Context: an optimization exercise on an open-source flow, tuned for small area. The choices shown serve that exercise and are no tape-out recipe. At most, simulation tests tie the RTL to the original design; equivalence was not proved. Power figures rest on the tool's default switching activity, not on a simulated workload.

==> flow/design.v <==
module cpu(out, in, clk, reset);
input  [7:0] in;
input        clk, reset;
output [7:0] out;
reg [7:0] out;
reg [7:0] reg_a, reg_b, reg_c;
reg [7:0] m0, m1, m2, m3, m4, m5, m6, m7;
reg [7:0] m8, m9, m10, m11, m12, m13, m14, m15;
reg [3:0] op;       
reg [3:0] n;        
reg       skip;     
reg       ldc;      
reg       outm;     
reg       wr_q;     
reg       actn_q;   
reg       ph;       
wire exec = ~skip & ~ldc & ~outm;
wire op_in  = exec & ((op == 4'h6) | (op == 4'h7) | (op == 4'h8));
wire op_a   = exec & ((op == 4'h6) | (op == 4'hd));
wire op_b   = exec & ((op == 4'h7) | (op == 4'he));
wire op_alu = exec & ~op[3] & ~(op[2] & op[1]);
wire op_ld  = exec & (op == 4'ha);
wire op_om  = exec & (op == 4'hc);
wire op_oc  = exec & (op == 4'hb);
wire [7:0] bus = (op[3] & (op[0] | op[1])) ? reg_c : in;
reg  [7:0] x, y;
reg        cin;
always @* begin
	x = reg_a; y = reg_b; cin = 1'b0;
	case (op[2:0])
	3'b000: begin y = reg_b;  cin = 1'b0; end
	3'b001: begin y = ~reg_b; cin = 1'b1; end
	3'b010: begin y = 8'h00;  cin = 1'b1; end
	3'b011: begin y = 8'hff;  cin = 1'b0; end
	3'b100: begin y = reg_b;  cin = 1'b1; end
	default: begin x = ~reg_a; y = 8'h00; cin = 1'b1; end
	endcase
end
wire [8:0] cy;
assign cy[0] = cin;
genvar i;
generate for (i = 0; i < 8; i = i + 1) begin : add
	assign cy[i+1] = (x[i] & y[i]) | (x[i] & cy[i]) | (y[i] & cy[i]);
end endgenerate
wire [7:0] alu = x ^ y ^ cy[7:0];
wire [15:0] dec = 16'h0001 << n;
wire [15:0] we  = {16{wr_q & ~reset}} & dec;
wire [15:0] wen = {16{actn_q | reset}} | ~dec;
wire [7:0] rdq = ({8{wen[0]}}  | m0)  & ({8{wen[1]}}  | m1)  & ({8{wen[2]}}  | m2)  & ({8{wen[3]}}  | m3)
               & ({8{wen[4]}}  | m4)  & ({8{wen[5]}}  | m5)  & ({8{wen[6]}}  | m6)  & ({8{wen[7]}}  | m7)
               & ({8{wen[8]}}  | m8)  & ({8{wen[9]}}  | m9)  & ({8{wen[10]}} | m10) & ({8{wen[11]}} | m11)
               & ({8{wen[12]}} | m12) & ({8{wen[13]}} | m13) & ({8{wen[14]}} | m14) & ({8{wen[15]}} | m15);
wire [7:0] rd = rdq ^ {8{ph}};
wire [7:0]  wd  = (bus ^ {8{ph}}) | {8{ldc | outm}};
always @(posedge clk) begin
	ph <= ~ph;
	m0  <= ~(({8{we[0]}}  | m0)  & ({8{wen[0]}}  | wd));
	m1  <= ~(({8{we[1]}}  | m1)  & ({8{wen[1]}}  | wd));
	m2  <= ~(({8{we[2]}}  | m2)  & ({8{wen[2]}}  | wd));
	m3  <= ~(({8{we[3]}}  | m3)  & ({8{wen[3]}}  | wd));
	m4  <= ~(({8{we[4]}}  | m4)  & ({8{wen[4]}}  | wd));
	m5  <= ~(({8{we[5]}}  | m5)  & ({8{wen[5]}}  | wd));
	m6  <= ~(({8{we[6]}}  | m6)  & ({8{wen[6]}}  | wd));
	m7  <= ~(({8{we[7]}}  | m7)  & ({8{wen[7]}}  | wd));
	m8  <= ~(({8{we[8]}}  | m8)  & ({8{wen[8]}}  | wd));
	m9  <= ~(({8{we[9]}}  | m9)  & ({8{wen[9]}}  | wd));
	m10 <= ~(({8{we[10]}} | m10) & ({8{wen[10]}} | wd));
	m11 <= ~(({8{we[11]}} | m11) & ({8{wen[11]}} | wd));
	m12 <= ~(({8{we[12]}} | m12) & ({8{wen[12]}} | wd));
	m13 <= ~(({8{we[13]}} | m13) & ({8{wen[13]}} | wd));
	m14 <= ~(({8{we[14]}} | m14) & ({8{wen[14]}} | wd));
	m15 <= ~(({8{we[15]}} | m15) & ({8{wen[15]}} | wd));
end
wire wr_next = ~(reset | op_in | op_ld | op_om) & in[7] & ~in[6] & ~in[5];
wire act_next = wr_next | (~reset & (op_ld | op_om));
always @(posedge clk) begin
	wr_q   <= wr_next;
	actn_q <= ~act_next;
end
always @(posedge clk) begin
	if (reset) begin
		reg_a <= 8'h00;
		reg_b <= 8'h00;
		reg_c <= 8'h00;
		out   <= 8'h00;
		skip  <= 1'b1;
		ldc   <= 1'b0;
		outm  <= 1'b0;
	end else begin
		if (op_a) reg_a <= bus;
		if (op_b) reg_b <= bus;
		if (op_alu) reg_c <= alu;
		else if (ldc) reg_c <= rd;
		if (wr_q) out <= 8'h00;
		else if (op_oc) out <= reg_c;
		else if (outm) out <= rd;
		skip <= op_in;
		ldc  <= op_ld;
		outm <= op_om;
	end
end
always @(posedge clk) begin
	op <= in[7:4];
	if (~(op_ld | op_om))
		n <= in[3:0];
end
endmodule
export LEC_CHECK = 0
export CAP_MARGIN = 20
export CORE_MARGIN = 2
export CORE_UTILIZATION = 40
export SLEW_MARGIN = 20
create_clock -name core_clock -period 5.0 [get_ports {clk}]
standard.sh (not shown) runs the stock make flow with config.mk's settings and CLKGATE_MAP_FILE= SYNTH_SCRIPT=/design/flow/synth_recipe.tcl, a recipe that flattens the netlist after the stock synthesis.
==> flow/flow/run.sh <==
#!/bin/bash
# Own layout flow: the standard flow (standard.sh) with
#  - the standard synthesis script, except that ABC maps the logic with an
#    area-oriented script (flow/area.abc); ABC does not touch the registers,
#  - single-size buffers on the ports,
#  - a clock tree of mid-size buffers without dummy loads.
# All tool output goes to standard.log here and ORFS's logs under orfs/logs.
set -euo pipefail
here=$(pwd)
{
  echo 'proc abc {args} {'
  echo '  set i [lsearch -exact $args -script]'
  echo "  if { \$i >= 0 } { lset args [expr {\$i + 1}] $here/flow/area.abc }"
  echo '  yosys abc {*}$args'
  echo '}'
  cat synth_recipe.tcl
} > own_synth.tcl
CTS="-sink_clustering_enable -repair_clock_nets -dont_use_dummy_load -buf_list sky130_fd_sc_hd__clkbuf_8"
bash standard.sh "SYNTH_SCRIPT=$here/own_synth.tcl" \
  "BUFFER_PORTS_ARGS=-buffer_cell sky130_fd_sc_hd__buf_1" \
  "CTS_ARGS=$CTS" finish > standard.log 2>&1
==> flow/flow/area.abc <==
strash
ifraig
scorr
dc2
strash
dch -f
amap
topo
Then changed:
--- a/flow/design.v
+++ b/flow/design.v
@@ -12,11 +12,9 @@
 reg       ldc;      
 reg       outm;     
-reg       wr_q;     
-reg       actn_q;   
-reg       ph;       
 wire exec = ~skip & ~ldc & ~outm;
 wire op_in  = exec & ((op == 4'h6) | (op == 4'h7) | (op == 4'h8));
 wire op_a   = exec & ((op == 4'h6) | (op == 4'hd));
 wire op_b   = exec & ((op == 4'h7) | (op == 4'he));
+wire op_w   = exec & ((op == 4'h8) | (op == 4'h9));
 wire op_alu = exec & ~op[3] & ~(op[2] & op[1]);
 wire op_ld  = exec & (op == 4'ha);
@@ -45,12 +43,14 @@
 wire [7:0] alu = x ^ y ^ cy[7:0];
 wire [15:0] dec = 16'h0001 << n;
+wire [7:0] rdq = ({8{dec[0]}}  & m0)  | ({8{dec[1]}}  & m1)  | ({8{dec[2]}}  & m2)  | ({8{dec[3]}}  & m3)
+              | ({8{dec[4]}}  & m4)  | ({8{dec[5]}}  & m5)  | ({8{dec[6]}}  & m6)  | ({8{dec[7]}}  & m7)
+              | ({8{dec[8]}}  & m8)  | ({8{dec[9]}}  & m9)  | ({8{dec[10]}} & m10) | ({8{dec[11]}} & m11)
+              | ({8{dec[12]}} & m12) | ({8{dec[13]}} & m13) | ({8{dec[14]}} & m14) | ({8{dec[15]}} & m15);
+wire [7:0] rd = rdq ^ {8{ph}};
+reg ph;
+reg wr_q, wrn_q;    
 wire [15:0] we  = {16{wr_q & ~reset}} & dec;
-wire [15:0] wen = {16{actn_q | reset}} | ~dec;
-wire [7:0] rdq = ({8{wen[0]}}  | m0)  & ({8{wen[1]}}  | m1)  & ({8{wen[2]}}  | m2)  & ({8{wen[3]}}  | m3)
-               & ({8{wen[4]}}  | m4)  & ({8{wen[5]}}  | m5)  & ({8{wen[6]}}  | m6)  & ({8{wen[7]}}  | m7)
-               & ({8{wen[8]}}  | m8)  & ({8{wen[9]}}  | m9)  & ({8{wen[10]}} | m10) & ({8{wen[11]}} | m11)
-               & ({8{wen[12]}} | m12) & ({8{wen[13]}} | m13) & ({8{wen[14]}} | m14) & ({8{wen[15]}} | m15);
-wire [7:0] rd = rdq ^ {8{ph}};
-wire [7:0]  wd  = (bus ^ {8{ph}}) | {8{ldc | outm}};
+wire [15:0] wen = {16{wrn_q | reset}} | ~dec;
+wire [7:0]  wd  = bus ^ {8{ph}};
 always @(posedge clk) begin
 	ph <= ~ph;
@@ -73,8 +73,7 @@
 end
 wire wr_next = ~(reset | op_in | op_ld | op_om) & in[7] & ~in[6] & ~in[5];
-wire act_next = wr_next | (~reset & (op_ld | op_om));
 always @(posedge clk) begin
-	wr_q   <= wr_next;
-	actn_q <= ~act_next;
+	wr_q  <= wr_next;
+	wrn_q <= ~wr_next;
 end
 always @(posedge clk) begin
@@ -92,5 +91,5 @@
 		if (op_alu) reg_c <= alu;
 		else if (ldc) reg_c <= rd;
-		if (wr_q) out <= 8'h00;
+		if (op_w) out <= 8'h00;
 		else if (op_oc) out <= reg_c;
 		else if (outm) out <= rd;
Result:
- final cell count is lower by 2.8%
- wire length hardly moves
- flip-flop and latch count is unchanged
- utilization is lower by 0.44 points
- register-to-register slack is better by 0.12 ns
- clock power is lower by about 1%
- via count is lower by 1.3%
- global-route usage barely changes
Function not checked in the first run of this note: the RTL went through the layout flow alone.

-- re-timing with driven ports --
No port has a modelled driver above. Below, the same layouts with a new extraction and two added sets of constraints.
Step 1 sets driving cells, clkbuf_16 on the clock port and buf_2 on the other inputs (assumed; they add their load-dependent delay and slew).
Step 2 times the ports against the registers' clock, not the clock port: input delays grow and output delays shrink by t, the midpoint of the rising clock arrivals with the driver on.
a / b / c = no drivers / after step 1 / after step 2; a / b = the first two.
run | t (ns) | slack for setup (ns) | hold WS [ns] | worst setup path after step 2
the first run | 0.514 | 0.237 / 0.237 / 0.237 | 0.451 / 0.451 / 0.451 | register to register
the second run | 0.500 | 0.354 / 0.354 / 0.354 | 0.451 / 0.451 / 0.451 | register to register
After both steps setup and hold are still met in every run listed.
